Optimization exercise on an open flow, not production practice. RTL: at most simulated, not proved equivalent. Function not checked: runs 1 to 3 and 8. Power: default activity.

<file path="flow/design.v">
module processor(clk, reset, start_pc, max_pc, output_reg_addr,
                 instr_addr, instr, data_addr, data_in,
                 wb_en, wb_addr, wb_data, halted, OUTPUT_REG);
input clk;
input reset;
input [7:0] start_pc;
input [7:0] max_pc;
input [4:0] output_reg_addr;
output [7:0] instr_addr;
input [31:0] instr;
output [4:0] data_addr;
input [7:0] data_in;
output wb_en;
output [4:0] wb_addr;
output [7:0] wb_data;
output reg halted;
output [7:0] OUTPUT_REG;
reg [7:0] rf [1:31];    
reg [7:0] pc_seq;       
reg [7:0] pc_br;        
reg       pc_sel;       
reg       first;        
reg       stopped;      
reg       w_valid;      
reg       w_lw;         
reg       w_slt;        
reg [4:0] w_rd;
reg [7:0] w_a;
reg [7:0] w_b;
integer i;
wire [7:0] PC = pc_sel ? pc_br : pc_seq;
assign instr_addr = PC;
wire [7:0] w_sum  = w_a + w_b;
wire       w_lt   = $signed(w_a) < $signed(w_b);
wire [7:0] w_data = w_lw ? data_in : w_slt ? {7'd0, w_lt} : w_sum;
assign data_addr = w_sum[4:0];
assign wb_en   = w_valid;
assign wb_addr = w_rd;
assign wb_data = w_data;
wire squash = stopped | (~first & (PC >= max_pc));
wire [5:0] op  = instr[31:26];
wire [4:0] rs  = instr[25:21];
wire [4:0] rt  = instr[20:16];
wire [4:0] rd  = instr[15:11];
wire [5:0] fn  = instr[5:0];
wire [7:0] imm = instr[7:0];
wire [4:0] rb = halted ? output_reg_addr : rt;
reg  [7:0] ra_val;
reg  [7:0] rb_lo;
reg  [7:0] rb_hi;
always @(*) begin
  ra_val = 8'd0;
  rb_lo = 8'd0;
  rb_hi = 8'd0;
  for (i = 1; i < 32; i = i + 1)
    ra_val = ra_val | ({8{rs == i}} & rf[i]);
  for (i = 1; i < 16; i = i + 1) begin
    rb_lo = rb_lo | ({8{rb[3:0] == i}} & rf[i]);
    rb_hi = rb_hi | ({8{rb[3:0] == i}} & rf[i+16]);
  end
  rb_hi = rb_hi | ({8{rb[3:0] == 0}} & rf[16]);
end
wire [7:0] rb_val = rb[4] ? rb_hi : rb_lo;
assign OUTPUT_REG = rb_val;
wire [7:0] va = (w_valid && w_rd == rs) ? w_data : ra_val;
wire [7:0] vb = (w_valid && w_rd == rt) ? w_data : rb_val;
wire is_r     = (op == 6'h00);
wire is_addu  = is_r & (fn == 6'h21);
wire is_slt   = is_r & (fn == 6'h2a);
wire is_jr    = is_r & (fn == 6'h08);
wire is_addiu = (op == 6'h09);
wire is_beq   = (op == 6'h04);
wire is_bne   = (op == 6'h05);
wire is_jal   = (op == 6'h03);
wire is_lw    = (op == 6'h23);
wire [7:0] pc1   = PC + 8'd1;
wire       eq    = (va == vb);
wire       taken = (is_beq & eq) | (is_bne & ~eq);
wire [4:0] wa  = is_jal ? 5'd31 : is_r ? rd : rt;
wire       wr  = (is_addu | is_slt | is_addiu | is_lw | is_jal) & (wa != 5'd0);
wire [7:0] rf_d = w_data & {8{~reset}};
always @(posedge clk) begin
  for (i = 1; i < 32; i = i + 1)
    if (reset | (w_valid & (w_rd == i)))
      rf[i] <= rf_d;
end
always @(posedge clk) begin
  pc_br <= PC + imm;
  w_a   <= is_jal ? pc1 : va;
  w_b   <= is_jal ? 8'd0 : (is_addiu | is_lw) ? imm : vb;
  w_rd  <= wa;
  w_lw  <= is_lw;
  w_slt <= is_slt;
  if (reset) begin
    pc_seq  <= start_pc;
    pc_sel  <= 1'b0;
    first   <= 1'b1;
    stopped <= 1'b0;
    halted  <= 1'b0;
    w_valid <= 1'b0;
  end else begin
    pc_seq  <= is_jal ? imm : is_jr ? va : pc1;
    pc_sel  <= taken;
    first   <= 1'b0;
    stopped <= squash;
    halted  <= squash;
    w_valid <= ~squash & wr;
  end
end
endmodule
</file>
<file path="flow/run.sh">
#!/bin/bash
# synth_recipe.tcl (not shown) runs the flow's synth.tcl, then flattens the netlist and writes it again
# the make line also repeats each setting of config.mk as NAME=value (left out here)
make -C /OpenROAD-flow-scripts/flow DESIGN_CONFIG=/design/flow/config.mk WORK_HOME=/design/flow/orfs CLKGATE_MAP_FILE= SYNTH_SCRIPT=/design/flow/synth_recipe.tcl finish
</file>
<file path="flow/config.mk">
export PLATFORM = sky130hd
export DESIGN_NAME = processor
export DESIGN_NICKNAME = processor
export VERILOG_FILES = /design/flow/design.v
export SDC_FILE = /design/flow/constraint.sdc
export NUM_CORES = 4
export LEC_CHECK = 0
export CAP_MARGIN = 20
export CORE_MARGIN = 2
export CORE_UTILIZATION = 40
export SETUP_SLACK_MARGIN = 1.5
export SLEW_MARGIN = 20
</file>
<file path="flow/constraint.sdc">
create_clock -name core_clock -period 5.5 [get_ports {clk}]
set_input_delay 1.1000 -clock core_clock [delete_from_list [all_inputs] [get_ports {clk}]]
set_output_delay 1.1000 -clock core_clock [all_outputs]
set_load 0.01 [all_outputs]
</file>
==> qor.yml, run 1 <==
whs_ps: 573
drive_above_1_share: 0.272
max_cap_violations: 0
clkTransAtPathRegs_ps: 60
hold_violations: 0
initial_core_util: 0.403
die-area_sq_mm: 0.0414
gp_congestion: 1.09
dp_cells: 2185
grt_pass1_wl_mm: 114
tightestPinTransition_ps: 1100
route.met2.wl_mm: 35.0
clockBufferDepth: 3
cts_tree: "built"
synth-seq-cells: 291
antenna_found_initial: 1
power_density_mw_per_mm2: 405
final_common_cell: "edfxtp_1"
rsz0062_at_grt: "true"
synth.lib_cells_used.distinct: 76
path_max_fanout: 7
hold_path.class: "reg -> reg"
hold-path-endpoint: "w_valid"
numCtsBuffers: 34
top_layer_used: "met5"
layout_common_cells: "edfxtp_1 (248), buf_4 (202), nand3_1 (133)"
met3_length_mm: 12.1
grt_pass1_vias: 15200
routed_via_density: 6.83
reg2reg_slack_ps: 1580
clkSinkCount: 291
worst-setup-path-type: "in -> out"
routedWlPerCell_um: 35.2
reg2reg_depth: 22
final_nets: 1902
synth_seq_area_share: 0.522
stdcell_count: 2359
drtPass1Iterations: 9
hold_start: "first"
port_buffers: 95
h-tree-depth: 2
syn_nets: 1596
slew_headroom: 0.265
fmax_ghz: 0.238
synth_top_area_share: 0.468
post-route-period-util: 0.763
io_pins: 99
leakage_nw: 8.59
hpwlAfterDp_mm: 59.0
vias: 16100
fp.dieH_um: 203
yosys.area.top_type: "edfxtp_1"
critPathLaunchType: "input port"
avgSynthCellArea_sq_um: 10.6
post-route-drc-count: 0
synth-edff-count: 248
wl_met1_mm: 30.6
critical_path_arrival_ps: 3100
reg2reg_from: "stopped"
fillers: 3425
grt_overflow: 0
clockRootBuffer: "clkbuf_16"
area_growth_pct: 37.5
detail-route-antenna-nets: 0
holdPathStages: 2
regToRegEndpoint: "pc_sel"
ir_drop_uv: 241
routed_wl_mm: 83.0
grtUsageTotal: 0.397
report.final.setup_viol: 0
grt_max_degree: 36
ys.flop_type: "edfxtp_1"
cts_hold_buf: 0
status: "timing/DRC/antenna clean"
slew_violations: 0
end_kind: "output port"
syn_inst: 1500
regArea_sq_mm: 0.00831
rows: 73
fin_worst_skew_ps: 29.1
layout_min_cycle_time_ps: 4200
synth_area_leaders: "edfxtp_1 (47%), dfxtp_1 (5.4%), nand3_1 (4.2%)"
dr.first_iter.drc_count: 3064
worstSkewPairLatency_ps: 560
ys_warn_count: 2
core_sq_mm: 0.0395
critPathRequiredTime_ps: 4400
multi_input_area_sq_mm: 0.00788
fp.dieW_um: 203
synth_area_sq_mm: 0.0159
async_reset_ff_frac: 0
## power breakdown
part / switching (mW) / internal (mW) / leakage, nW
Sequential: 0.534 / 3.27 / 2.89
Combinational: 1.47 / 1.08 / 5.10
Clock: 0.989 / 1.52 / 0.598
## worst max-delay path, cell delays in order
cell and delay, ps:
buf_8 110, buf_8 140, or3b_4 460, o22ai_1 170
buf_4 160, buf_6 160, nand2_1 70, o211ai_1 150
nor3_2 90, nor2_2 230, buf_4 160, buf_6 90
## logic make-up after synthesis
family	Yosys count	share of synthesized area
multiplexers	41	0.0266
buffers and inverters	147	0.0368
AND/OR/NAND/NOR	584	0.196
adder cells (fa/ha/maj)	33	0.0269
XOR/XNOR	32	0.0176
flip-flops	291	0.522
AO/OA/AOI/OAI	372	0.174
## layout make-up
type                            instances  share of cell area
Sequential cell                       291               0.380
Multi-Input combinational cell       1063               0.360
Timing Repair Buffer                  376               0.166
Clock buffer                           39              0.0428
Tap cell                              525              0.0300
Clock inverter                         23              0.0137
Inverter                               40             0.00686
Antenna cell                            2            0.000229
## per-layer routing
metal,vias to the layer above,global-route usage
li1,6568,-
met1,7822,0.515
met2,1374,0.588
met3,339,0.133
met4,2,0.210
met5,-,0
## timing repair
| item | 4_1_cts | 5_1_grt |
|---|---|---|
| gates cloned | 4 | 0 |
| gates resized for setup | 288 | 56 |
| buffers inserted | 84 | 22 |
| endpoints found under the setup margin | 17 | 14 |
| pin swaps | 61 | 41 |
## flip-flops by register name, indices dropped and copies added, names as in the netlist
name,cells
pc_br,8
w_rd,5
w_b,8
pc_seq,8
w_valid,1
w_lw,1
rf,248
w_slt,1
w_a,8
first,1
pc_sel,1
stopped,1
## how the worst max path moves through the flow
stage / start / end / slack (ps) / depth (start not counted)
final: output_reg_addr[3] / OUTPUT_REG[6] / 1300 / 12
after global routing: output_reg_addr[0] / OUTPUT_REG[7] / 1290 / 9
after CTS: output_reg_addr[3] / OUTPUT_REG[6] / 1350 / 12
after detailed placement: instr[16] / OUTPUT_REG[6] / -200 / 10
after global placement: instr[16] / OUTPUT_REG[6] / -150 / 10
after floorplan: instr[19] / OUTPUT_REG[3] / 1550 / 8
## synthesized netlist by cell type (all sizes together), types with 31 or more instances
master / n
mux2i: 31
nand3: 135
and3: 54
nor2: 92
o21ai: 52
nand4: 41
a22oi: 50
inv: 40
clkbuf: 83
nand2: 102
dfxtp: 43
ha: 31
edfxtp: 248
a32oi: 43
a21oi: 35
## metrics by stage
stage	util	setup TNS [ps]	area, sq um	setup WS [ps]	total power, mW
2_1_floorplan	-	0	15900	1550	4.63
3_3_place_gp	0.473	-152	18700	-152	5.93
3_5_place_dp	0.473	-202	18700	-202	5.92
4_1_cts	0.544	0	21500	1350	8.68
5_1_grt	0.554	0	21900	1290	9.11
6_report	0.554	0	21900	1300	8.87
==> run 2, diff against run 1 <==
--- a/flow/design.v
+++ b/flow/design.v
@@ -45,22 +45,23 @@
 wire [5:0] fn  = instr[5:0];
 wire [7:0] imm = instr[7:0];
-wire [4:0] rb = halted ? output_reg_addr : rt;
 reg  [7:0] ra_val;
-reg  [7:0] rb_lo;
-reg  [7:0] rb_hi;
+reg  [7:0] rb_val;
+reg  [7:0] ro_lo;
+reg  [7:0] ro_hi;
 always @(*) begin
   ra_val = 8'd0;
-  rb_lo = 8'd0;
-  rb_hi = 8'd0;
-  for (i = 1; i < 32; i = i + 1)
+  rb_val = 8'd0;
+  ro_lo = 8'd0;
+  ro_hi = 8'd0;
+  for (i = 1; i < 32; i = i + 1) begin
     ra_val = ra_val | ({8{rs == i}} & rf[i]);
-  for (i = 1; i < 16; i = i + 1) begin
-    rb_lo = rb_lo | ({8{rb[3:0] == i}} & rf[i]);
-    rb_hi = rb_hi | ({8{rb[3:0] == i}} & rf[i+16]);
+    rb_val = rb_val | ({8{rt == i}} & rf[i]);
   end
-  rb_hi = rb_hi | ({8{rb[3:0] == 0}} & rf[16]);
+  for (i = 0; i < 16; i = i + 1) begin
+    if (i != 0) ro_lo = ro_lo | ({8{output_reg_addr[3:0] == i}} & rf[i]);
+    ro_hi = ro_hi | ({8{output_reg_addr[3:0] == i}} & rf[i+16]);
+  end
 end
-wire [7:0] rb_val = rb[4] ? rb_hi : rb_lo;
-assign OUTPUT_REG = rb_val;
+assign OUTPUT_REG = output_reg_addr[4] ? ro_hi : ro_lo;
 wire [7:0] va = (w_valid && w_rd == rs) ? w_data : ra_val;
 wire [7:0] vb = (w_valid && w_rd == rt) ? w_data : rb_val;
--- a/flow/config.mk
+++ b/flow/config.mk
@@ -6,7 +6,7 @@
 export NUM_CORES = 4
 export LEC_CHECK = 0
-export CAP_MARGIN = 20
+export CAP_MARGIN = 0
 export CORE_MARGIN = 2
 export CORE_UTILIZATION = 40
 export SETUP_SLACK_MARGIN = 1.5
-export SLEW_MARGIN = 20
+export SLEW_MARGIN = 0
==> run 2 against run 1 <==
Now fails the layout checks on capacitance limit, slew limit. Sequential cell count did not move. Worst setup slack improved by 14 ps. Wire length grew 14%. Power is 6.0% lower. Via count up 3.9%. Sequential power is 7.6% higher. Clock power shrank 22%. Clock skew increased by 4.3 ps. Area after synthesis grew 2.7%. First-iteration DRC count is 16% higher. Die area rose by 2.7%.
==> qor.yml, run 2 <==
core_sq_mm: 0.0406  # was 0.0395 sq mm
antenna_found_initial: 2  # was 1
whs_ps: 584  # was 573 ps
end_kind: "flip-flop"  # was output port
clockRootBuffer: "clkbuf_16"  # unchanged
grt_pass1_wl_mm: 127  # was 114 mm
synth-seq-cells: 291  # unchanged
async_reset_ff_frac: 0  # unchanged
fp.dieW_um: 206  # was 203 um
layout_min_cycle_time_ps: 4180  # was 4200 ps
fillers: 3694  # was 3,425
routed_wl_mm: 94.9  # was 83.0 mm
rsz0062_at_grt: "true"  # unchanged
routedWlPerCell_um: 41.2  # was 35.2 um
detailedPlace.worstSlack_ps: 511  # was -202 ps
synth-edff-count: 248  # unchanged
power_density_mw_per_mm2: 406  # was 405 mW/mm^2
top_layer_used: "met4"  # was met5
worst-setup-path-type: "in -> reg"  # was in -> out
slew_headroom: -0.0443  # was 0.265
syn_nets: 1593  # was 1,596
worstSkewPairLatency_ps: 610  # was 560 ps
hold_violations: 0  # unchanged
slew_violations: 12  # was 0
post-route-period-util: 0.761  # was 0.763
finalSetupTns_ps: 0  # unchanged
synth_common_cells: "edfxtp_1 (248), a22oi_1 (205), nand2_1 (121)"  # was edfxtp_1 (248), nand3_1 (135), nand2_1 (102)
failed_checks: "capacitance limit, slew limit"
io_pins: 99  # unchanged
grt_max_degree: 34  # was 36
grt_overflow: 0  # unchanged
grt_pass1_vias: 15700  # was 15,200
dr.first_iter.drc_count: 3563  # was 3,064
gp_congestion: 1.14  # was 1.09
critical_path_arrival_ps: 4650  # was 3100 ps
path_max_fanout: 19  # was 7
max_cap_violations: 2  # was 0
final_common_cell: "edfxtp_1"  # unchanged
largest_reg_flops: 248  # unchanged
post-route-drc-count: 0  # unchanged
synth_area_leaders: "edfxtp_1 (46%), a22oi_1 (9.4%), dfxtp_1 (5.3%)"  # was edfxtp_1 (47%), dfxtp_1 (5.4%), nand3_1 (4.2%)
grtUsageTotal: 0.442  # was 0.397
routed_via_density: 7.27  # was 6.83
status: "failed layout checks"  # was timing/DRC/antenna clean
clockBufferDepth: 3  # unchanged
ys.flop_type: "edfxtp_1"  # unchanged
critPathLaunchType: "input port"  # unchanged
synth_area_sq_mm: 0.0163  # was 0.0159 sq mm
avgSynthCellArea_sq_um: 10.9  # was 10.6 sq um
fin_worst_skew_ps: 33.5  # was 29.1 ps
die-area_sq_mm: 0.0425  # was 0.0414 sq mm
clkSinkCount: 291  # unchanged
critPathRequiredTime_ps: 5970  # was 4400 ps
top_register: "rf"  # unchanged
synth.lib_cells_used.distinct: 85  # was 76
setup_ws_ps: 1320  # was 1300 ps
fp.dieH_um: 206  # was 203 um
drive_above_1_share: 0.215  # was 0.272
final_nets: 1840  # was 1,902
wl_met1_mm: 32.6  # was 30.6 mm
layout_common_cells: "edfxtp_1 (248), a22oi_1 (201), buf_4 (168)"  # was edfxtp_1 (248), buf_4 (202), nand3_1 (133)
h-tree-depth: 1  # was 2
numCtsBuffers: 31  # was 34
cts_tree: "built"  # unchanged
hpwlAfterDp_mm: 65.3  # was 59.0 mm
report.final.setup_viol: 0  # unchanged
initial_core_util: 0.403  # about the same
synth_top_area_share: 0.456  # was 0.468
area_growth_pct: 25.6  # was 37.5%
clkTransAtPathRegs_ps: 60  # about the same
ir_drop_uv: 274  # was 241 uV
cts_hold_buf: 0  # unchanged
detail-route-antenna-nets: 0  # unchanged
port_buffers: 95  # unchanged
rows: 74  # was 73
synth_most_common_cell: "edfxtp_1"  # unchanged
vias: 16700  # was 16,100
design_area_sq_mm: 0.0205  # was 0.0219 sq mm
p_total_mw: 8.33  # was 8.87 mW
leakage_nw: 7.77  # was 8.59 nW
yosys.area.top_type: "edfxtp_1"  # unchanged
hold_path.class: "reg -> reg"  # unchanged
drtPass1Iterations: 10  # was 9
fmax_ghz: 0.239  # was 0.238 GHz
placed_area_sq_mm: 0.0188  # was 0.0187 sq mm
syn_inst: 1497  # was 1,500
route.met2.wl_mm: 37.2  # was 35.0 mm
met3_length_mm: 15.2  # was 12.1 mm
ys_warn_count: 2  # unchanged
synth_seq_area_share: 0.509  # was 0.522
tightestPinTransition_ps: 1560  # was 1100 ps
run 2: cell types whose count changed in the layout (fill, tap and decap cells not counted), sizes merged, moves of 21 or more:
cell / delta
nand3: -93
o22ai: -21
a32oi: -26
a221oi: +23
nor2: +39
a22o: +35
and3: -31
buf: -97
a22oi: +155
run 2: logic make-up after synthesis:
logic type,synth area share
AOI/OAI and AO/OA,0.223
xor gates and xnor gates,0.0193
adders and majority gates,0.0262
buffers and inverters,0.0353
DFF,0.509
muxes,0.0281
and+or+nand+nor,0.159
run 2: where the power goes:
part           internal (mW)  switching, mW
registers               3.35          0.758
clock network           1.07          0.900
logic                  0.839           1.42
total                   5.25           3.08
run 2: what timing repair did:
item / in CTS / in global routing
cloned: 1 / 0
gates resized for setup: 101 / 23
endpoints found under the setup margin: 21 / 14
pin swaps: 4 / 7
setup buffers: 49 / 5
run 2: final cells by class:
type	instances	area, sq um	area share
antenna	4	10.0	0.000488
clock buffer	41	835	0.0407
clock inverter	15	91.3	0.00445
inverter	45	169	0.00823
multi-input combinational	1085	7860	0.383
sequential	291	8310	0.405
tap	532	666	0.0324
timing repair buffer	290	2590	0.126
run 2: metrics by stage:
stage,std cells,util
2_1_floorplan,1497,-
3_3_place_gp,2188,0.464
3_5_place_dp,2188,0.464
4_1_cts,2294,0.504
5_1_grt,2301,0.506
6_report,2303,0.506
run 2: worst paths after layout:
path,cells past startpoint,endpoint,slack [ps],from
worst min-delay path,2,w_valid,580,stopped
worst min register to register,2,w_valid,580,stopped
worst max register to register,10,pc_sel,2020,w_rd[2]
worst max-delay path,13,pc_sel,1320,instr[23]
run 2: metal layers:
layer	GRT usage	vias to the layer above
li1	-	6473
met3	0.195	563
met2	0.616	1728
met5	0	-
met1	0.529	7975
met4	0.349	0
run 2: worst max-delay path: stages:
cell and delay (ps):
clkdlybuf4s50_1 460, buf_4 270, or3b_4 470, nor2_2 590, a22oi_1 200, nand2_1 130, nor3_1 70, a22oi_1 310
buf_4 200, xor2_1 70, nor4_1 330, nand2_1 140, mux2_4 310
==> run 3, diff against run 2 <==
--- a/flow/config.mk
+++ b/flow/config.mk
@@ -6,7 +6,7 @@
 export NUM_CORES = 4
 export LEC_CHECK = 0
-export CAP_MARGIN = 0
+export CAP_MARGIN = 20
 export CORE_MARGIN = 2
 export CORE_UTILIZATION = 40
 export SETUP_SLACK_MARGIN = 1.5
-export SLEW_MARGIN = 0
+export SLEW_MARGIN = 20
==> run 3 against run 2 <==
Via count decreased by 0.13%. Final cell count decreased by 0.17%. Area after synthesis did not move. Clock power increased by about 20%. Cell area increased by 1.1%. First-iteration DRC count rose by 7.6%. Count of clock-buffer cells in the layout is 3 lower. Combinational power rose by 2%. Wire length rose by 0.39%. Largest power group unchanged. Sequential cell count unchanged. The run now finishes clean. Largest cell class unchanged. Fmax up 2.3%. Power grew 5.4%. Critical endpoint unchanged.
==> qor.yml, run 3 <==
status: "timing/DRC/antenna clean"  # was failed layout checks
p_total_mw: 8.78  # was 8.33 mW
async_reset_ff_frac: 0  # unchanged
end_kind: "flip-flop"  # unchanged
syn_nets: 1593  # unchanged
synth_area_sq_mm: 0.0163  # unchanged
synth_top_area_share: 0.456  # unchanged
grt_max_degree: 34  # unchanged
multi_input_area_sq_mm: 0.00797  # was 0.00786 sq mm
syn_inst: 1497  # unchanged
critPathRequiredTime_ps: 5990  # was 5970 ps
post-route-period-util: 0.744  # was 0.761
top_register: "rf"  # unchanged
post-route-drc-count: 0  # unchanged
fp.dieW_um: 206  # unchanged
tightestPinTransition_ps: 1340  # was 1560 ps
leakage_nw: 7.83  # was 7.77 nW
final_common_cell: "edfxtp_1"  # unchanged
fillers: 3634  # was 3,694
final_nets: 1831  # was 1,840
gr-usage-met2: 0.627  # was 0.616
critPathLaunchType: "input port"  # unchanged
core_sq_mm: 0.0406  # unchanged
cts_tree: "built"  # unchanged
layout_min_cycle_time_ps: 4090  # was 4180 ps
dr.first_iter.drc_count: 3835  # was 3,563
vias: 16700  # about the same
worstSkewPairLatency_ps: 600  # was 610 ps
clockBufferDepth: 3  # unchanged
fin_worst_skew_ps: 42.0  # was 33.5 ps
rsz0062_at_grt: "true"  # unchanged
h-tree-depth: 2  # was 1
fp.dieH_um: 206  # unchanged
regArea_sq_mm: 0.00831  # unchanged
gp_congestion: 1.14  # unchanged
hold_path.class: "reg -> reg"  # unchanged
finalSetupTns_ps: 0  # unchanged
synth_seq_area_share: 0.509  # unchanged
port_buffers: 95  # unchanged
grt_use_met1: 0.528  # was 0.529
layout_common_cells: "edfxtp_1 (248), a22oi_1 (200), buf_4 (154)"  # was edfxtp_1 (248), a22oi_1 (201), buf_4 (168)
slew_violations: 0  # was 12
largest_reg_flops: 248  # unchanged
antenna_found_initial: 1  # was 2
max_cap_violations: 0  # was 2
busiest_layer: "met2"  # unchanged
grtUsageTotal: 0.445  # was 0.442
io_pins: 99  # unchanged
routedWlPerCell_um: 41.4  # was 41.2 um
detail-route-antenna-nets: 0  # unchanged
clockRootBuffer: "clkbuf_16"  # unchanged
ys_warn_count: 2  # unchanged
path_max_fanout: 33  # was 19
die-area_sq_mm: 0.0425  # unchanged
synth_area_leaders: "edfxtp_1 (46%), a22oi_1 (9.4%), dfxtp_1 (5.3%)"  # unchanged
hold_violations: 0  # unchanged
slew_headroom: 0.0958  # was -0.0443
grt_overflow: 0  # unchanged
grt_pass1_wl_mm: 126  # was 127 mm
yosys.area.top_type: "edfxtp_1"  # unchanged
routed_wl_mm: 95.3  # was 94.9 mm
critical_path_arrival_ps: 4580  # was 4650 ps
synth-edff-count: 248  # unchanged
worst-setup-path-type: "in -> reg"  # unchanged
routed_via_density: 7.27  # about the same
drtPass1Iterations: 12  # was 10
area_growth_pct: 27.1  # was 25.6%
ir_drop_uv: 324  # was 274 uV
ys.flop_type: "edfxtp_1"  # unchanged
clkSinkCount: 291  # unchanged
met3_usage: 0.209  # was 0.195
avgSynthCellArea_sq_um: 10.9  # unchanged
synth.lib_cells_used.distinct: 85  # unchanged
fmax_ghz: 0.244  # was 0.239 GHz
power_density_mw_per_mm2: 423  # was 406 mW/mm^2
report.final.setup_viol: 0  # unchanged
synth-seq-cells: 291  # unchanged
reg2reg_slack_ps: 2140  # was 2020 ps
synth_common_cells: "edfxtp_1 (248), a22oi_1 (205), nand2_1 (121)"  # unchanged
hpwlAfterDp_mm: 66.2  # was 65.3 mm
numCtsBuffers: 35  # was 31
grt_pass1_vias: 15500  # was 15,700
drive_above_1_share: 0.221  # was 0.215
initial_core_util: 0.403  # unchanged
clkTransAtPathRegs_ps: 80  # was 60 ps
synth_most_common_cell: "edfxtp_1"  # unchanged
rows: 74  # unchanged
## run 3: cell counts after synthesis
Identical to the previous run, type by type.
## run 3: per-stage QoR
step,hold slack (ps),std cells,setup slack (ps),cell area (sq um),util
final,579,2299,1410,20800,0.512
after global routing,635,2294,1460,20700,0.512
after CTS,614,2285,1410,20500,0.506
after detailed placement,600,2193,455,18900,0.467
after global placement,592,2188,516,18800,0.464
after floorplan,515,1497,1900,16300,-
## run 3: final cells by class
| class | instances | share of cell area |
|---|---|---|
| well taps | 532 | 0.0321 |
| clock buffers | 38 | 0.0438 |
| multi-input cells | 1085 | 0.384 |
| clock inverters | 26 | 0.0120 |
| inverters | 45 | 0.00814 |
| repair buffers | 277 | 0.119 |
| diodes | 5 | 0.000603 |
| flip-flops and latches | 291 | 0.400 |
## run 3: routing by layer
layer / wire (um) / part of all wire / up-vias
li1: - / - / 6471
met1: 32900 / 0.35 / 8015
met2: 37900 / 0.40 / 1704
met3: 15300 / 0.16 / 528
met4: 9100 / 0.096 / 0
met5: 0 / 0 / -
## run 3: final timing paths
kind | startpoint | to | cells past startpoint
worst max-delay path | instr[16] | pc_sel | 13
worst min-delay path | stopped | w_valid | 2
worst max register to register | w_b[0] | pc_sel | 14
worst min register to register | stopped | w_valid | 2
## run 3: critical path: stages
cell	delay, ps
clkdlybuf4s50_1	500
buf_12	240
nor2b_1	770
a22oi_1	240
o2bb2ai_1	170
a221o_1	140
nor3_1	60
a22oi_1	340
buf_4	200
xor2_1	70
nor4_2	270
nand2_1	140
mux2_4	310
## run 3: cells by family (layout without fill, tap and decap cells)
logic type | count (synthesis) | count (layout) | share of synthesized area
other | 0 | 5 | 0
and+or+nand+nor | 493 | 493 | 0.159
AOI/OAI and AO/OA | 480 | 480 | 0.223
xor gates and xnor gates | 36 | 36 | 0.0193
buffers and inverters | 121 | 386 | 0.0353
adders and majority gates | 33 | 33 | 0.0262
DFF | 291 | 291 | 0.509
muxes | 43 | 43 | 0.0281
## run 3: where the power goes
group / switching, mW / total [mW] / internal (mW)
sequential: 0.764 / 4.11 / 3.34
combinational: 1.45 / 2.31 / 0.854
clock: 1.01 / 2.37 / 1.36
total: 3.23 / 8.78 / 5.55
## run 3: what timing repair did
item	4_1_cts	5_1_grt
setup buffers	28	9
hold endpoints to repair	0	0
gates resized for setup	90	47
pin swaps	3	10
hold buffers	0	0
endpoints found under the setup margin	19	15
==> run 4, diff against run 3 <==
--- a/flow/design.v
+++ b/flow/design.v
@@ -19,5 +19,6 @@
 reg [7:0] pc_seq;       
 reg [7:0] pc_br;        
-reg       pc_sel;       
+reg       w_beq;        
+reg       w_bne;        
 reg       first;        
 reg       stopped;      
@@ -29,5 +30,6 @@
 reg [7:0] w_b;
 integer i;
-wire [7:0] PC = pc_sel ? pc_br : pc_seq;
+wire       taken = (w_beq & (w_a == w_b)) | (w_bne & (w_a != w_b));
+wire [7:0] PC = taken ? pc_br : pc_seq;
 assign instr_addr = PC;
 wire [7:0] w_sum  = w_a + w_b;
@@ -76,6 +78,4 @@
 wire is_lw    = (op == 6'h23);
 wire [7:0] pc1   = PC + 8'd1;
-wire       eq    = (va == vb);
-wire       taken = (is_beq & eq) | (is_bne & ~eq);
 wire [4:0] wa  = is_jal ? 5'd31 : is_r ? rd : rt;
 wire       wr  = (is_addu | is_slt | is_addiu | is_lw | is_jal) & (wa != 5'd0);
@@ -95,5 +95,6 @@
   if (reset) begin
     pc_seq  <= start_pc;
-    pc_sel  <= 1'b0;
+    w_beq   <= 1'b0;
+    w_bne   <= 1'b0;
     first   <= 1'b1;
     stopped <= 1'b0;
@@ -102,5 +103,6 @@
   end else begin
     pc_seq  <= is_jal ? imm : is_jr ? va : pc1;
-    pc_sel  <= taken;
+    w_beq   <= is_beq;
+    w_bne   <= is_bne;
     first   <= 1'b0;
     stopped <= squash;
==> run 4 against run 3 <==
Via count decreased by 0.19%. Utilization increased by 1.1 points. Worst hold slack improved by 33 ps. Wire length increased by 1.3%.
==> qor.yml, run 4 <==
area_growth_pct: 28.8  # was 27.1%
syn_nets: 1541  # was 1,593
placed_area_sq_mm: 0.0185  # was 0.0189 sq mm
layout_min_cycle_time_ps: 4140  # was 4090 ps
ir_drop_uv: 303  # was 324 uV
hpwlAfterDp_mm: 68.2  # was 66.2 mm
stdcell_count: 2252  # was 2,299
gp_congestion: 1.17  # was 1.14
critPathRequiredTime_ps: 6050  # was 5990 ps
cts_hold_buf: 0  # unchanged
fp.dieH_um: 202  # was 206 um
vias: 16700  # about the same
clockRootBuffer: "clkbuf_16"  # unchanged
worst-setup-path-type: "in -> reg"  # unchanged
grt_overflow: 0  # unchanged
initial_core_util: 0.406  # was 0.403
synth_top_area_share: 0.474  # was 0.456
avgSynthCellArea_sq_um: 10.9  # about the same
drtPass1Iterations: 11  # was 12
final_common_cell: "a22oi_1"  # was edfxtp_1
clkTransAtPathRegs_ps: 70  # was 80 ps
ys_warn_count: 2  # unchanged
path_max_fanout: 10  # was 33
synthAdderAreaFrac: 0.0272  # was 0.0262
top_register: "rf"  # unchanged
rows: 72  # was 74
die-area_sq_mm: 0.0409  # was 0.0425 sq mm
rsz0062_at_grt: "true"  # unchanged
p_total_mw: 8.55  # was 8.78 mW
design_area_sq_mm: 0.0202  # was 0.0208 sq mm
synth.lib_cells_used.distinct: 70  # was 85
critical_path_arrival_ps: 4690  # was 4580 ps
routed_via_density: 7.41  # was 7.27
report.final.setup_viol: 0  # unchanged
synth_mux_area_frac: 0.0223  # was 0.0281
h-tree-depth: 1  # was 2
routedWlPerCell_um: 42.9  # was 41.4 um
fin_worst_skew_ps: 28.1  # was 42.0 ps
layout_common_cells: "a22oi_1 (254), edfxtp_1 (248), buf_4 (189)"  # was edfxtp_1 (248), a22oi_1 (200), buf_4 (154)
io_pins: 99  # unchanged
tightestPinTransition_ps: 1220  # was 1340 ps
synth-seq-cells: 292  # was 291
synth_xor_area_frac: 0.0162  # was 0.0193
synth_compound_area_frac: 0.231  # was 0.223
largest_reg_flops: 248  # unchanged
status: "timing/DRC/antenna clean"  # unchanged
grt_pass1_vias: 15600  # was 15,500
fmax_ghz: 0.242  # was 0.244 GHz
cts_tree: "built"  # unchanged
routed_wl_mm: 96.6  # was 95.3 mm
numCtsBuffers: 31  # was 35
dr.first_iter.drc_count: 3275  # was 3,835
post-route-drc-count: 0  # unchanged
ys.flop_type: "edfxtp_1"  # unchanged
synth_area_sq_mm: 0.0157  # was 0.0163 sq mm
worstSkewPairLatency_ps: 610  # was 600 ps
port_buffers: 95  # unchanged
post-route-period-util: 0.753  # was 0.744
async_reset_ff_frac: 0  # unchanged
slew_headroom: 0.184  # was 0.0958
synth_seq_area_share: 0.530  # was 0.509
whs_ps: 612  # was 579 ps
yosys.area.top_type: "edfxtp_1"  # unchanged
leakage_nw: 7.56  # was 7.83 nW
synth_area_leaders: "edfxtp_1 (47%), a22oi_1 (12%), dfxtp_1 (5.6%)"  # was edfxtp_1 (46%), a22oi_1 (9.4%), dfxtp_1 (5.3%)
synthSimpleGateAreaFrac: 0.146  # was 0.159
syn_inst: 1445  # was 1,497
power_density_mw_per_mm2: 422  # was 423 mW/mm^2
final_nets: 1804  # was 1,831
fp.dieW_um: 202  # was 206 um
synth_common_cells: "a22oi_1 (257), edfxtp_1 (248), nor2_1 (126)"  # was edfxtp_1 (248), a22oi_1 (205), nand2_1 (121)
slew_violations: 0  # unchanged
hold_violations: 0  # unchanged
finalSetupTns_ps: 0  # unchanged
core_sq_mm: 0.0387  # was 0.0406 sq mm
critPathLaunchType: "input port"  # unchanged
grt_pass1_wl_mm: 129  # was 126 mm
end_kind: "flip-flop"  # unchanged
clockBufferDepth: 3  # unchanged
dp_cells: 2162  # was 2,193
synth_top_family_by_area: "compound AO/OA/AOI/OAI gates"  # unchanged
detail-route-antenna-nets: 0  # unchanged
drive_above_1_share: 0.227  # was 0.221
max_cap_violations: 0  # unchanged
synth-edff-count: 248  # unchanged
grtUsageTotal: 0.462  # was 0.445
clkSinkCount: 292  # was 291
hold_path.class: "reg -> reg"  # unchanged
antenna_found_initial: 3  # was 1
synth_most_common_cell: "a22oi_1"  # was edfxtp_1
grt_max_degree: 32  # was 34
-- run 4: critical path: stages --
cell	delay (ps)
clkdlybuf4s50_1	750
buf_4	270
nand3b_1	230
nor2_2	990
a22oi_1	150
nand4_1	180
nor3_1	70
buf_4	170
a221o_1	330
a21oi_1	280
buf_4	160
-- run 4: logic make-up (layout without fill, tap and decap cells) --
logic type               Yosys count  in the layout
flip-flops                       292            292
AO/OA/AOI/OAI                    489            489
other                              0              1
buffers and inverters            107            395
AND/OR/NAND/NOR                  461            461
XOR/XNOR                          29             29
adder cells (fa/ha/maj)           33             33
multiplexers                      34             34
-- run 4: final timing paths --
path / startpoint / to / slack, ps / cells past startpoint
worst max-delay path: instr[17] / w_b[3] / 1360 / 11
worst min-delay path: stopped / w_valid / 610 / 2
worst max register to register: w_b[1] / pc_br[7] / 1890 / 17
worst min register to register: stopped / w_valid / 610 / 2
-- run 4: per-layer routing --
layer | track usage | share of wire | vias up
met5 | 0.0131 | 0.00082 | -
met4 | 0.360 | 0.10 | 2
met3 | 0.195 | 0.15 | 589
met2 | 0.664 | 0.40 | 1754
met1 | 0.545 | 0.34 | 7977
li1 | - | - | 6364
-- run 4: through the flow --
stage                      util  setup WS (ps)
final                     0.523           1360
after global routing      0.523           1340
after CTS                 0.514           1380
after detailed placement  0.477            445
after global placement    0.477            394
after floorplan               -           1690
-- run 4: layout make-up --
cell class                      count  area [sq um]
Fill cell                        3424         18500
Sequential cell                   292          8330
Multi-Input combinational cell   1046          7580
Timing Repair Buffer              292          2470
Clock buffer                       36           836
Tap cell                          518           648
Clock inverter                     22           206
Inverter                           45           169
Antenna cell                        1          2.50
-- run 4: where the power goes --
group	switching [mW]	internal, mW	leakage, nW
Clock	0.980	1.20	0.515
Sequential	0.766	3.33	2.90
Combinational	1.42	0.856	4.14
-- run 4: timing repair --
action,CTS,global route
resized for setup,114,56
cloned,1,0
setup buffers,12,18
pin swaps,11,9
hold endpoints to repair,0,0
endpoints found under the setup margin,22,29
Testbench counts of run 4, summed over its fixed seeds: cycles 8,384, instructions 8,192.
==> run 5, diff against run 4 <==
--- a/flow/config.mk
+++ b/flow/config.mk
@@ -9,4 +9,4 @@
 export CORE_MARGIN = 2
 export CORE_UTILIZATION = 40
-export SETUP_SLACK_MARGIN = 1.5
+export SETUP_SLACK_MARGIN = 2.5
 export SLEW_MARGIN = 20
==> run 5 against run 4 <==
Sequential power about the same. Sequential cell count unchanged. First-iteration DRC count up 16%. Register-to-register slack worse by 40 ps. Fmax up 7.1%. Wire length up 6.1%. Synthesized cell count unchanged. Combinational power up 35%. Power up 13%. Non-clock buffer count up 127. Die area unchanged. Count of clock-buffer cells in the layout up 3. Critical endpoint is now OUTPUT_REG[4].
==> qor.yml, run 5 <==
status: "timing/DRC/antenna clean"  # unchanged
largest_reg_flops: 248  # unchanged
setup_ws_ps: 1630  # was 1360 ps
holdPathStages: 2  # unchanged
reg2reg_depth: 20  # was 17
grt_pass1_wl_mm: 135  # was 129 mm
cts_tree: "built"  # unchanged
slew_violations: 0  # unchanged
antenna_found_initial: 5  # was 3
h-tree-depth: 2  # was 1
vias: 17800  # was 16,700
critPathRequiredTime_ps: 4400  # was 6050 ps
hold-path-endpoint: "w_valid"  # unchanged
grt_overflow: 0  # unchanged
final_nets: 1935  # was 1,804
layout_common_cells: "a22oi_1 (252), edfxtp_1 (248), buf_4 (244)"  # was a22oi_1 (254), edfxtp_1 (248), buf_4 (189)
synth.lib_cells_used.distinct: 70  # unchanged
dr.first_iter.drc_count: 3797  # was 3,275
hold_violations: 0  # unchanged
drive_above_1_share: 0.374  # was 0.227
fmax_ghz: 0.259  # was 0.242 GHz
grtUsageTotal: 0.485  # was 0.462
grt_pass1_vias: 16400  # was 15,600
critical_path_arrival_ps: 2770  # was 4690 ps
area_growth_pct: 44.8  # was 28.8%
ys_warn_count: 2  # unchanged
worst-setup-path-type: "in -> out"  # was in -> reg
syn_nets: 1541  # unchanged
synth_area_sq_mm: 0.0157  # unchanged
synth_common_cells: "a22oi_1 (257), edfxtp_1 (248), nor2_1 (126)"  # unchanged
clkSinkCount: 292  # unchanged
numCtsBuffers: 35  # was 31
gp_congestion: 1.12  # was 1.17
fin_worst_skew_ps: 41.0  # was 28.1 ps
report.final.setup_viol: 0  # unchanged
reg2reg_slack_ps: 1850  # was 1890 ps
tightestPinTransition_ps: 1030  # was 1220 ps
critPathLaunchType: "input port"  # unchanged
initial_core_util: 0.406  # unchanged
clockBufferDepth: 3  # unchanged
fp.dieH_um: 202  # unchanged
ir_drop_uv: 296  # was 303 uV
slew_headroom: 0.311  # was 0.184
hpwlAfterDp_mm: 67.0  # was 68.2 mm
post-route-drc-count: 0  # unchanged
power_density_mw_per_mm2: 423  # was 422 mW/mm^2
regToRegEndpoint: "stopped"  # was pc_br[7]
routedWlPerCell_um: 43.0  # was 42.9 um
routed_wl_mm: 102  # was 96.6 mm
detail-route-antenna-nets: 0  # unchanged
final_common_cell: "a22oi_1"  # unchanged
post-route-period-util: 0.703  # was 0.753
post-route-util: 0.588  # was 0.523
fp.dieW_um: 202  # unchanged
leakage_nw: 8.61  # was 7.56 nW
synth_top_area_share: 0.474  # unchanged
hold_path.class: "reg -> reg"  # unchanged
avgSynthCellArea_sq_um: 10.9  # unchanged
end_kind: "output port"  # was flip-flop
worstSkewPairLatency_ps: 560  # was 610 ps
reg2reg_from: "w_b[3]"  # was w_b[1]
syn_inst: 1445  # unchanged
layout_min_cycle_time_ps: 3870  # was 4140 ps
routed_via_density: 7.46  # was 7.41
drtPass1Iterations: 10  # was 11
core_sq_mm: 0.0387  # unchanged
synth_area_leaders: "edfxtp_1 (47%), a22oi_1 (12%), dfxtp_1 (5.6%)"  # unchanged
synth_seq_area_share: 0.530  # unchanged
synth-edff-count: 248  # unchanged
io_pins: 99  # unchanged
finalSetupTns_ps: 0  # unchanged
detailedPlace.worstSlack_ps: 495  # was 445 ps
max_cap_violations: 0  # unchanged
synth_most_common_cell: "a22oi_1"  # unchanged
rows: 72  # unchanged
clkTransAtPathRegs_ps: 60  # was 70 ps
top_register: "rf"  # unchanged
port_buffers: 95  # unchanged
rsz0062_at_grt: "true"  # unchanged
path_max_fanout: 6  # was 10
synth-seq-cells: 292  # unchanged
yosys.area.top_type: "edfxtp_1"  # unchanged
hold_start: "stopped"  # unchanged
grt_max_degree: 33  # was 32
async_reset_ff_frac: 0  # unchanged
die-area_sq_mm: 0.0409  # unchanged
clockRootBuffer: "clkbuf_16"  # unchanged
ys.flop_type: "edfxtp_1"  # unchanged
==> run 5: cell count changes in the layout (fill, tap and decap cells not counted), sizes merged, moves of 3 or more <==
cell	change
buf	+162
bufinv	+4
clkdlybuf4s15	-6
clkdlybuf4s50	-21
clkinv	-3
dlygate4sd2	-3
dlymetal6s2s	-3
==> run 5: per-stage QoR <==
step                      hold WS, ps  cells  power, mW  instance area (sq um)
after global routing              661   2381       9.77                  22800
after CTS                         628   2336       8.99                  21900
after global placement            614   2141       6.05                  18700
after floorplan                   588   1445       4.75                  16100
final                             624   2384       9.62                  22800
after detailed placement          621   2141       6.03                  18700
==> run 5: layout make-up <==
| cell class | instances | area (sq um) |
|---|---|---|
| Clock inverter | 22 | 285 |
| Clock buffer | 39 | 901 |
| Inverter | 45 | 178 |
| Timing Repair Buffer | 419 | 3880 |
| Sequential cell | 292 | 8360 |
| Multi-Input combinational cell | 1046 | 8510 |
| Tap cell | 518 | 648 |
| Fill cell | 3153 | 16000 |
| Antenna cell | 3 | 7.51 |
==> run 5: worst max-delay path, stage by stage <==
cell and delay (ps):
buf_8 100, buf_8 130, or2_4 300, nor2_4 160, buf_12 170, buf_8 170, a22oi_1 100, nand4_1 110
nor2_2 50, a31oi_2 190, buf_2 170
==> run 5: worst max path at each step <==
stage | cells past startpoint | from | to
floorplan | 8 | output_reg_addr[2] | OUTPUT_REG[2]
global placement | 9 | output_reg_addr[2] | OUTPUT_REG[2]
detailed placement | 9 | output_reg_addr[2] | OUTPUT_REG[2]
CTS | 11 | output_reg_addr[3] | OUTPUT_REG[6]
global route | 11 | output_reg_addr[3] | OUTPUT_REG[4]
finish | 11 | output_reg_addr[3] | OUTPUT_REG[4]
==> run 5: per-layer routing <==
metal / track usage / vias up / wire length, um
met2: 0.686 / 2012 / 40600
li1: - / 6651 / -
met1: 0.553 / 8395 / 33300
met3: 0.247 / 717 / 17100
met5: 0.0131 / - / 70
met4: 0.374 / 6 / 11300
==> run 5: timing repair <==
item	4_1_cts	5_1_grt
endpoints found under the setup margin	263	118
resized for setup	427	121
pin swaps	96	76
buffers inserted	133	44
hold buffers	0	0
gates cloned	1	0
==> run 5: power by group <==
group          internal [mW]  total (mW)  switching [mW]
sequential              3.34        4.08           0.741
clock                   1.47        2.48            1.01
combinational           1.36        3.06            1.70
total                   6.17        9.62            3.45
==> run 5: logic make-up after synthesis <==
family          Yosys count  synth area share
fa+ha+maj                33            0.0272
flops                   292             0.530
simple gates            461             0.146
mux                      34            0.0223
buf+inv                 107            0.0274
compound gates          489             0.231
xor+xnor                 29            0.0162
==> run 6, diff against run 5 <==
--- a/flow/config.mk
+++ b/flow/config.mk
@@ -9,4 +9,4 @@
 export CORE_MARGIN = 2
 export CORE_UTILIZATION = 40
-export SETUP_SLACK_MARGIN = 2.5
+export SETUP_SLACK_MARGIN = 1.0
 export SLEW_MARGIN = 20
==> run 6 against run 5 <==
Register-to-register slack got worse by 80 ps. Still clean. Clock power shrank 12%. Sequential power about the same. Sequential cell count did not move. Largest cell class is now flip-flops and latches. Highest routed layer unchanged. Sequential share of layout area grew 5.7 points. Critical endpoint is now OUTPUT_REG[2].
==> qor.yml, run 6 <==
power_switching_mw: 3.07  # was 3.45 mW
gp_congestion: 1.17  # was 1.12
grt_pass1_wl_mm: 128  # was 135 mm
routedWlPerCell_um: 42.9  # was 43.0 um
tightestPinTransition_ps: 1270  # was 1030 ps
drive_above_1_share: 0.179  # was 0.374
max_cap_violations: 0  # unchanged
cp_cell_sequence: "buf_2, nand2b_4, nor2_1, buf_4, a22o_1, a221oi_1, nand3_1, a21oi_1, a31oi_2, clkdlybuf4s50_1"  # was buf_8, buf_8, or2_4, nor2_4, buf_12, buf_8, a22oi_1, nand4_1, nor2_2, a31oi_2, buf_2
postCtsSetupBuffers: 0  # was 133
post-route-period-util: 0.800  # was 0.703
synth_most_common_cell: "a22oi_1"  # unchanged
slew_violations: 0  # unchanged
synth_seq_area_share: 0.530  # unchanged
numCtsBuffers: 31  # was 35
pwr-share-comb: 0.249  # was 0.318
hold_violations: 0  # unchanged
leakage_nw: 7.32  # was 8.61 nW
clkTransAtPathRegs_ps: 70  # was 60 ps
hold_start: "stopped"  # unchanged
slew_headroom: 0.153  # was 0.311
drtPass1Iterations: 9  # was 10
antenna_found_initial: 3  # was 5
io_pins: 99  # unchanged
p_clk_frac: 0.262  # was 0.258
p_seq_frac: 0.489  # was 0.424
slowest_stage: "clkdlybuf4s50_1"  # was or2_4
layout_common_cells: "a22oi_1 (255), edfxtp_1 (248), buf_4 (165)"  # was a22oi_1 (252), edfxtp_1 (248), buf_4 (244)
synthAdderAreaFrac: 0.0272  # unchanged
rsz0062_at_grt: "false"  # was true
reg2reg_from: "w_b[1]"  # was w_b[3]
stdcell_count: 2224  # was 2,384
layout_min_cycle_time_ps: 4400  # was 3870 ps
synth_top_family_by_area: "compound AO/OA/AOI/OAI gates"  # unchanged
ys_warn_count: 2  # unchanged
fp.dieH_um: 202  # unchanged
grt_overflow: 0  # unchanged
detail-route-antenna-nets: 0  # unchanged
post-route-util: 0.507  # was 0.588
cts_tree: "built"  # unchanged
dp_cells: 2162  # was 2,141
avgSynthCellArea_sq_um: 10.9  # unchanged
synth_common_cells: "a22oi_1 (257), edfxtp_1 (248), nor2_1 (126)"  # unchanged
design_area_sq_mm: 0.0196  # was 0.0228 sq mm
report.final.setup_viol: 0  # unchanged
routed_via_density: 7.47  # was 7.46
regArea_sq_mm: 0.00833  # was 0.00836 sq mm
syn_nets: 1541  # unchanged
synth_xor_area_frac: 0.0162  # unchanged
final_common_cell: "a22oi_1"  # unchanged
synth-edff-count: 248  # unchanged
port_buffers: 95  # unchanged
critical_path_arrival_ps: 3300  # was 2770 ps
status: "timing/DRC/antenna clean"  # unchanged
synth-seq-cells: 292  # unchanged
synth_area_leaders: "edfxtp_1 (47%), a22oi_1 (12%), dfxtp_1 (5.6%)"  # unchanged
async_reset_ff_frac: 0  # unchanged
worst-setup-path-type: "in -> out"  # unchanged
die-area_sq_mm: 0.0409  # unchanged
dr.first_iter.drc_count: 3451  # was 3,797
synth_compound_area_frac: 0.231  # unchanged
syn_inst: 1445  # unchanged
grt_pass1_vias: 15400  # was 16,400
fin_worst_skew_ps: 34.2  # was 41.0 ps
cts_hold_buf: 0  # unchanged
ys.flop_type: "edfxtp_1"  # unchanged
detailedPlace.worstSlack_ps: 445  # was 495 ps
critPathLaunchType: "input port"  # unchanged
core_sq_mm: 0.0387  # unchanged
fillers: 3470  # was 3,153
fp.dieW_um: 202  # unchanged
area_growth_pct: 25.0  # was 44.8%
fmax_ghz: 0.227  # was 0.259 GHz
hold_path.class: "reg -> reg"  # unchanged
finalSetupTns_ps: 0  # unchanged
h-tree-depth: 1  # was 2
crit_start: "output_reg_addr[2]"  # was output_reg_addr[3]
worstSkewPairLatency_ps: 620  # was 560 ps
cpLargestDelayFamily: "buffers and inverters"  # unchanged
critPathRequiredTime_ps: 4400  # about the same
p_int_mw: 5.26  # was 6.17 mW
routed_wl_mm: 95.4  # was 102 mm
whs_ps: 614  # was 624 ps
synth.lib_cells_used.distinct: 70  # unchanged
synth_area_sq_mm: 0.0157  # unchanged
path_max_fanout: 8  # was 6
rows: 72  # unchanged
final_nets: 1773  # was 1,935
end_kind: "output port"  # unchanged
grt_max_degree: 32  # was 33
power_density_mw_per_mm2: 424  # was 423 mW/mm^2
synth_mux_area_frac: 0.0223  # unchanged
largest_reg_flops: 248  # unchanged
post-route-drc-count: 0  # unchanged
synth_top_area_share: 0.474  # unchanged
netSwitchingFraction: 0.368  # was 0.359
crit_buf_inv: 3  # was 5
yosys.area.top_type: "edfxtp_1"  # unchanged
p_total_mw: 8.33  # was 9.62 mW
initial_core_util: 0.406  # unchanged
setup_ws_ps: 1100  # was 1630 ps
synthSimpleGateAreaFrac: 0.146  # unchanged
max_stage_delay_ps: 530  # was 300 ps
hpwlAfterDp_mm: 68.2  # was 67.0 mm
clockRootBuffer: "clkbuf_16"  # unchanged
clockBufferDepth: 3  # unchanged
top_register: "rf"  # unchanged
ir_drop_uv: 304  # was 296 uV
grtUsageTotal: 0.459  # was 0.485
multi_input_area_sq_mm: 0.00726  # was 0.00851 sq mm
clkSinkCount: 292  # unchanged
placed_area_sq_mm: 0.0185  # was 0.0187 sq mm
vias: 16600  # was 17,800
run 6: cell types whose count changed in the layout (fill, tap and decap cells not counted), sizes merged, moves of 2 or more:
cell and delta:
buf -196, dlygate4sd2 -3, inv +2, clkbuf -2, clkinv +3, bufinv -4
clkdlybuf4s50 +40
run 6: path summary, 6_finish.rpt:
| path | to | slack (ps) | cells past startpoint |
|---|---|---|---|
| min | w_valid | 610 | 2 |
| max | OUTPUT_REG[2] | 1100 | 10 |
| min reg2reg | w_valid | 610 | 2 |
| max reg2reg | pc_br[7] | 1770 | 15 |
run 6: power groups by stage:
stage / Sequential, mW / Combinational (mW) / Clock, mW
4_1_cts: 4.00 / 1.97 / 2.18
3_3_place_gp: 4.08 / 1.94 / 0
6_report: 4.07 / 2.08 / 2.18
5_1_grt: 4.06 / 2.17 / 2.27
2_1_floorplan: 3.68 / 0.984 / 0
3_5_place_dp: 4.03 / 1.96 / 0
run 6: cell type report:
| cell class | instances | share of cell area |
|---|---|---|
| sequential | 292 | 0.424 |
| multi-input combinational | 1046 | 0.369 |
| timing repair buffer | 261 | 0.112 |
| clock buffer | 36 | 0.0425 |
| tap | 518 | 0.0330 |
| clock inverter | 22 | 0.0105 |
| inverter | 45 | 0.00860 |
| antenna | 4 | 0.000509 |
run 6: cell families after synthesis:
kind of cell | count (synthesis)
multiplexers | 34
AND/OR/NAND/NOR | 461
XOR/XNOR | 29
buffers and inverters | 107
adder cells (fa/ha/maj) | 33
AO/OA/AOI/OAI | 489
flip-flops | 292
run 6: worst register-to-register path: cells and delay by family (launching register included):
| family | cells | cell delay [ps] |
|---|---|---|
| xor gates and xnor gates | 1 | 160 |
| adders and majority gates | 2 | 650 |
| AOI/OAI and AO/OA | 5 | 950 |
| muxes | 2 | 550 |
| buffers and inverters | 3 | 520 |
| and+or+nand+nor | 2 | 380 |
| DFF | 1 | 380 |
run 6: layer usage:
metal  up-vias  global-route usage  routed length (um)
li1       6299                   -                   -
met1      7938               0.544               32400
met2      1775               0.657               38400
met3       587               0.189               14500
met4         4               0.359               10000
met5         -              0.0131                  88
run 6: repair_timing:
action,4_1_cts,5_1_grt
endpoints found under the setup margin,11,10
endpoints found under the hold margin,0,0
gates resized for setup,27,19
==> run 7, diff against run 6 <==
--- a/flow/config.mk
+++ b/flow/config.mk
@@ -9,4 +9,5 @@
 export CORE_MARGIN = 2
 export CORE_UTILIZATION = 40
-export SETUP_SLACK_MARGIN = 1.0
+export CTS_BUF_LIST = sky130_fd_sc_hd__clkbuf_4 sky130_fd_sc_hd__clkbuf_8
+export SETUP_SLACK_MARGIN = 1.5
 export SLEW_MARGIN = 20
==> run 7 against run 6 <==
Still clean on timing, DRC and antenna. Global-route usage up 0.99 points. Non-clock buffer count up 18. Worst setup slack better by 390 ps. Sequential power about the same. Area after synthesis unchanged. Clock skew up 9.0 ps. Clock power up 6%. Sequential cell count unchanged. Highest routed layer unchanged.
==> qor.yml, run 7 <==
drive_above_1_share: 0.234  # was 0.179
leakage_nw: 7.55  # was 7.32 nW
cts_hold_buf: 0  # unchanged
rows: 72  # unchanged
final_nets: 1809  # was 1,773
multi_input_area_sq_mm: 0.00761  # was 0.00726 sq mm
synth-seq-cells: 292  # unchanged
post-route-period-util: 0.729  # was 0.800
io_pins: 99  # unchanged
synth.lib_cells_used.distinct: 70  # unchanged
numCtsBuffers: 49  # was 31
detail-route-antenna-nets: 0  # unchanged
routed_wl_mm: 97.2  # was 95.4 mm
die-area_sq_mm: 0.0409  # unchanged
ys.flop_type: "edfxtp_1"  # unchanged
path_max_fanout: 12  # was 8
routedWlPerCell_um: 42.8  # was 42.9 um
synth_most_common_cell: "a22oi_1"  # unchanged
h-tree-depth: 2  # was 1
max_cap_violations: 0  # unchanged
finalSetupTns_ps: 0  # unchanged
synth_top_area_share: 0.474  # unchanged
design_area_sq_mm: 0.0202  # was 0.0196 sq mm
hold_path.class: "reg -> reg"  # unchanged
top_register: "rf"  # unchanged
core_sq_mm: 0.0387  # unchanged
final_common_cell: "a22oi_1"  # unchanged
worst-setup-path-type: "in -> out"  # unchanged
critical_path_arrival_ps: 2910  # was 3300 ps
async_reset_ff_frac: 0  # unchanged
syn_nets: 1541  # unchanged
fillers: 3431  # was 3,470
post-route-drc-count: 0  # unchanged
synth_common_cells: "a22oi_1 (257), edfxtp_1 (248), nor2_1 (126)"  # unchanged
dr.first_iter.drc_count: 3389  # was 3,451
regArea_sq_mm: 0.00833  # about the same
layout_common_cells: "a22oi_1 (254), edfxtp_1 (248), buf_4 (177)"  # was a22oi_1 (255), edfxtp_1 (248), buf_4 (165)
grt_overflow: 0  # unchanged
grt_pass1_vias: 15700  # was 15,400
routed_via_density: 7.38  # was 7.47
fp.dieW_um: 202  # unchanged
hold_violations: 0  # unchanged
syn_inst: 1445  # unchanged
synth_seq_area_share: 0.530  # unchanged
grt_max_degree: 32  # unchanged
grt_pass1_wl_mm: 130  # was 128 mm
tightestPinTransition_ps: 1190  # was 1270 ps
ir_drop_uv: 213  # was 304 uV
area_growth_pct: 28.8  # was 25.0%
fp.dieH_um: 202  # unchanged
gp_congestion: 1.17  # unchanged
antenna_found_initial: 5  # was 3
slew_headroom: 0.200  # was 0.153
report.final.setup_viol: 0  # unchanged
status: "timing/DRC/antenna clean"  # unchanged
drtPass1Iterations: 14  # was 9
cts_tree: "built"  # unchanged
clkSinkCount: 292  # unchanged
fmax_ghz: 0.249  # was 0.227 GHz
clockBufferDepth: 3  # unchanged
initial_core_util: 0.406  # unchanged
rsz0062_at_grt: "true"  # was false
layout_min_cycle_time_ps: 4010  # was 4400 ps
power_density_mw_per_mm2: 428  # was 424 mW/mm^2
vias: 16800  # was 16,600
clockRootBuffer: "clkbuf_8"  # was clkbuf_16
grtUsageTotal: 0.469  # was 0.459
worstSkewPairLatency_ps: 670  # was 620 ps
largest_reg_flops: 248  # unchanged
hpwlAfterDp_mm: 68.2  # unchanged
synth_area_leaders: "edfxtp_1 (47%), a22oi_1 (12%), dfxtp_1 (5.6%)"  # unchanged
critPathRequiredTime_ps: 4400  # about the same
ys_warn_count: 2  # unchanged
placed_area_sq_mm: 0.0185  # unchanged
clkTransAtPathRegs_ps: 60  # was 70 ps
end_kind: "output port"  # unchanged
critPathLaunchType: "input port"  # unchanged
port_buffers: 95  # unchanged
avgSynthCellArea_sq_um: 10.9  # unchanged
fin_worst_skew_ps: 43.2  # was 34.2 ps
synth-edff-count: 248  # unchanged
slew_violations: 0  # unchanged
synth_area_sq_mm: 0.0157  # unchanged
yosys.area.top_type: "edfxtp_1"  # unchanged
## run 7: cells by family after synthesis
| family | synth area share |
|---|---|
| fa+ha+maj | 0.0272 |
| xor+xnor | 0.0162 |
| buf+inv | 0.0274 |
| simple gates | 0.146 |
| flops | 0.530 |
| compound gates | 0.231 |
| mux | 0.0223 |
## run 7: stage by stage
| stage | worst slack (ps) | util | instances | total power, mW | hold slack (ps) |
|---|---|---|---|---|---|
| 2_1_floorplan | 1690 | - | 1445 | 4.66 | 562 |
| 3_3_place_gp | 394 | 0.477 | 2162 | 6.01 | 605 |
| 3_5_place_dp | 445 | 0.477 | 2162 | 5.99 | 622 |
| 4_1_cts | 1410 | 0.517 | 2266 | 8.43 | 631 |
| 5_1_grt | 1410 | 0.522 | 2270 | 8.84 | 683 |
| 6_report | 1490 | 0.522 | 2271 | 8.66 | 626 |
## run 7: worst max-delay path, cell delays in order
cell and delay [ps]:
buf_8 140, buf_4 170, nor2_1 320, a32oi_1 210, o2111ai_1 240, nor2_1 70, a31oi_1 170, buf_4 200
dlygate4sd2_1 280
## run 7: power by group
part	leakage [nW]	switching, mW	internal, mW
combinational	4.08	1.41	0.828
sequential	2.90	0.770	3.33
clock	0.575	0.995	1.32
total	7.55	3.18	5.48
## run 7: path summary, 6_finish.rpt
kind / from / endpoint / slack, ps / cells after the start
setup / recovery: output_reg_addr[0] / OUTPUT_REG[7] / 1490 / 9
hold / removal: stopped / w_valid / 630 / 2
setup reg to reg: w_b[1] / w_valid / 1980 / 17
hold reg to reg: stopped / w_valid / 630 / 2
## run 7: per-layer routing
metal | GRT usage | vias to the layer above | share of wire
li1 | - | 6383 | -
met1 | 0.553 | 8039 | 0.34
met2 | 0.677 | 1731 | 0.40
met3 | 0.210 | 596 | 0.16
met4 | 0.332 | 10 | 0.097
met5 | 0.0167 | - | 0.0016
## run 7: cell type report
| class | instances | share of cell area |
|---|---|---|
| timing repair buffer | 279 | 0.116 |
| tap | 518 | 0.0320 |
| multi-input combinational | 1046 | 0.376 |
| antenna | 1 | 0.000124 |
| clock inverter | 33 | 0.0196 |
| clock buffer | 57 | 0.0363 |
| inverter | 45 | 0.00835 |
| sequential | 292 | 0.412 |
## run 7: timing repair
item / in CTS / in global routing
pin swaps: 14 / 13
gates resized for setup: 123 / 53
endpoints found under the setup margin: 23 / 25
setup buffers: 13 / 4
gates cloned: 1 / 0
==> run 8, diff against run 7 <==
--- a/flow/design.v
+++ b/flow/design.v
@@ -14,5 +14,5 @@
 output [4:0] wb_addr;
 output [7:0] wb_data;
-output reg halted;
+output halted;
 output [7:0] OUTPUT_REG;
 reg [7:0] rf [1:31];    
@@ -21,4 +21,7 @@
 reg       w_beq;        
 reg       w_bne;        
+reg       ge_seq;       
+reg       ge_br;        
+reg       halted_q;     
 reg       first;        
 reg       stopped;      
@@ -40,5 +43,6 @@
 assign wb_addr = w_rd;
 assign wb_data = w_data;
-wire squash = stopped | (~first & (PC >= max_pc));
+wire squash = stopped | (~first & (taken ? ge_br : ge_seq));
+assign halted = halted_q | (squash & ~w_valid);
 wire [5:0] op  = instr[31:26];
 wire [4:0] rs  = instr[25:21];
@@ -80,4 +84,6 @@
 wire [4:0] wa  = is_jal ? 5'd31 : is_r ? rd : rt;
 wire       wr  = (is_addu | is_slt | is_addiu | is_lw | is_jal) & (wa != 5'd0);
+wire [7:0] pc_br_d  = PC + imm;
+wire [7:0] pc_seq_d = is_jal ? imm : is_jr ? va : pc1;
 wire [7:0] rf_d = w_data & {8{~reset}};
 always @(posedge clk) begin
@@ -87,5 +93,7 @@
 end
 always @(posedge clk) begin
-  pc_br <= PC + imm;
+  pc_br  <= pc_br_d;
+  ge_br  <= pc_br_d >= max_pc;
+  ge_seq <= pc_seq_d >= max_pc;
   w_a   <= is_jal ? pc1 : va;
   w_b   <= is_jal ? 8'd0 : (is_addiu | is_lw) ? imm : vb;
@@ -99,13 +107,13 @@
     first   <= 1'b1;
     stopped <= 1'b0;
-    halted  <= 1'b0;
+    halted_q <= 1'b0;
     w_valid <= 1'b0;
   end else begin
-    pc_seq  <= is_jal ? imm : is_jr ? va : pc1;
+    pc_seq  <= pc_seq_d;
     w_beq   <= is_beq;
     w_bne   <= is_bne;
     first   <= 1'b0;
     stopped <= squash;
-    halted  <= squash;
+    halted_q <= squash;
     w_valid <= ~squash & wr;
   end
--- a/flow/config.mk
+++ b/flow/config.mk
@@ -9,5 +9,4 @@
 export CORE_MARGIN = 2
 export CORE_UTILIZATION = 40
-export CTS_BUF_LIST = sky130_fd_sc_hd__clkbuf_4 sky130_fd_sc_hd__clkbuf_8
 export SETUP_SLACK_MARGIN = 1.5
 export SLEW_MARGIN = 20
==> run 8 against run 7 <==
Power increased by 0.24%. Clock power up 5%. Still clean on timing, DRC and antenna. Wire length decreased by 3.1%. Register-to-register slack got worse by 380 ps. Worst hold slack got worse by 150 ps. Sequential power shrank 2%. Global-route usage decreased by 4.4 points. Combinational power hardly changed. Synthesized cell count up 13%. Sequential share of layout area fell by 1.9 points. Non-clock buffer count decreased by 16.
==> qor.yml, run 8 <==
drtPass1Iterations: 9  # was 14
synth_area_sq_mm: 0.0167  # was 0.0157 sq mm
syn_nets: 1733  # was 1,541
max_stage_delay_ps: 860  # was 320 ps
detailedPlace.worstSlack_ps: 443  # was 445 ps
routed_via_density: 7.45  # was 7.38
synth_top_area_share: 0.445  # was 0.474
async_reset_ff_frac: 0  # unchanged
synth_common_cells: "edfxtp_1 (248), nand3_1 (181), a22oi_1 (162)"  # was a22oi_1 (257), edfxtp_1 (248), nor2_1 (126)
syn_inst: 1629  # was 1,445
io_pins: 99  # unchanged
synth_seq_area_share: 0.500  # was 0.530
avgSynthCellArea_sq_um: 10.3  # was 10.9 sq um
setup_ws_ps: 1430  # was 1490 ps
detail-route-antenna-nets: 0  # unchanged
top_register: "rf"  # unchanged
leakage_nw: 8.04  # was 7.55 nW
gp_congestion: 1.06  # was 1.17
final_common_cell: "edfxtp_1"  # was a22oi_1
critPathLaunchType: "input port"  # unchanged
grt_pass1_wl_mm: 129  # was 130 mm
antenna_found_initial: 3  # was 5
tightestPinTransition_ps: 1260  # was 1190 ps
core_sq_mm: 0.0410  # was 0.0387 sq mm
grt_pass1_vias: 16600  # was 15,700
fp.dieW_um: 208  # was 202 um
clkSinkCount: 294  # was 292
worstSkewPairLatency_ps: 560  # was 670 ps
numCtsBuffers: 35  # was 49
path_max_fanout: 14  # was 12
p_seq_frac: 0.461  # was 0.474
report.final.setup_viol: 0  # unchanged
vias: 17800  # was 16,800
power_switching_mw: 3.07  # was 3.18 mW
rsz0062_at_grt: "true"  # unchanged
synth-seq-cells: 294  # was 292
ys.flop_type: "edfxtp_1"  # unchanged
synth.lib_cells_used.distinct: 70  # unchanged
hold_violations: 0  # unchanged
port_buffers: 95  # unchanged
status: "timing/DRC/antenna clean"  # unchanged
cts_tree: "built"  # unchanged
layout_min_cycle_time_ps: 4070  # was 4010 ps
cp_cell_sequence: "clkdlybuf4s50_1, nor3_1, buf_4, and2_1, a22oi_1, and4_1, nand4_1, nor4_2, buf_4, a21oi_1"  # was buf_8, buf_4, nor2_1, a32oi_1, o2111ai_1, nor2_1, a31oi_1, buf_4, dlygate4sd2_1
slew_headroom: 0.162  # was 0.200
routedWlPerCell_um: 39.4  # was 42.8 um
post-route-drc-count: 0  # unchanged
slowest_stage: "clkdlybuf4s50_1"  # was nor2_1
initial_core_util: 0.408  # was 0.406
critical_path_arrival_ps: 4470  # was 2910 ps
whs_ps: 479  # was 626 ps
worst-setup-path-type: "in -> reg"  # was in -> out
clockRootBuffer: "clkbuf_16"  # was clkbuf_8
ys_warn_count: 2  # unchanged
hold_path.class: "reg -> reg"  # unchanged
max_cap_violations: 0  # unchanged
slew_violations: 0  # unchanged
dr.first_iter.drc_count: 3938  # was 3,389
final_nets: 1933  # was 1,809
synth_most_common_cell: "edfxtp_1"  # was a22oi_1
p_int_mw: 5.61  # was 5.48 mW
post-route-period-util: 0.741  # was 0.729
grt_max_degree: 43  # was 32
rows: 74  # was 72
pwr-share-comb: 0.260  # was 0.259
fmax_ghz: 0.246  # was 0.249 GHz
clockBufferDepth: 3  # unchanged
grt_overflow: 0  # unchanged
grtUsageTotal: 0.425  # was 0.469
die-area_sq_mm: 0.0435  # was 0.0409 sq mm
power_density_mw_per_mm2: 407  # was 428 mW/mm^2
## run 8: cell types whose count changed after synthesis, moves of 12 or more
| cell | delta |
|---|---|
| a22oi_1 | -95 |
| a31oi_1 | +14 |
| a32oi_1 | +12 |
| and3_1 | +38 |
| clkbuf_1 | +36 |
| nand3_1 | +150 |
| nand4_1 | +16 |
| nor2_1 | -30 |
## run 8: final timing paths
check,slack [ps],startpoint,cells past startpoint,endpoint
worst max-delay path,1430,instr[18],10,w_b[2]
worst min register to register,480,stopped,2,stopped
worst max register to register,1600,w_b[1],18,ge_seq
worst min-delay path,480,stopped,2,stopped
## run 8: what timing repair did
item                                    in CTS  in global routing
pin swaps                                   12                 10
resized for setup                          132                 45
gates cloned                                 5                  0
endpoints found under the setup margin      25                 16
buffers inserted                            23                  8
## run 8: critical path: cells and delay by family
kind	cells	cell delay, ps
buffers and inverters	3	1350
AOI/OAI and AO/OA	2	370
and+or+nand+nor	5	1630
## run 8: through the flow
step	total power [mW]	cells	instance area, sq um	util
finish	8.68	2388	21300	0.520
global route	8.88	2386	21300	0.520
CTS	8.44	2375	21100	0.515
detailed placement	5.93	2285	19400	0.472
global placement	5.93	2283	19400	0.472
floorplan	4.66	1629	16700	-
## run 8: cell type report
class                           count  area (sq um)
Clock buffer                       46          1020
Clock inverter                     16           170
Inverter                           39           146
Tap cell                          532           666
Timing Repair Buffer              263          2560
Sequential cell                   294          8370
Fill cell                        3660         19700
Multi-Input combinational cell   1196          8400
Antenna cell                        2          5.00
## run 8: kinds of logic (layout without fill, tap and decap cells)
kind of cell	Yosys count	after routing	synth area share
and+or+nand+nor	656	656	0.206
adders and majority gates	41	41	0.0316
other	0	2	0
buffers and inverters	139	364	0.0325
DFF	294	294	0.500
AOI/OAI and AO/OA	434	434	0.191
xor gates and xnor gates	29	29	0.0161
muxes	36	36	0.0228
## run 8: layer usage
layer,routed length [um],vias to the layer above,GRT usage
li1,-,6908,-
met1,33400,8562,0.518
met2,37200,1786,0.592
met3,14400,529,0.187
met4,8980,4,0.307
met5,126,-,0.0211
## run 8: power by group through the flow
stage | clock, mW | combinational [mW] | sequential (mW)
after floorplan | 0 | 1.07 | 3.60
after global placement | 0 | 1.97 | 3.96
after detailed placement | 0 | 2.00 | 3.93
after CTS | 2.43 | 2.11 | 3.90
after global routing | 2.54 | 2.36 | 3.99
final | 2.43 | 2.25 | 4.00
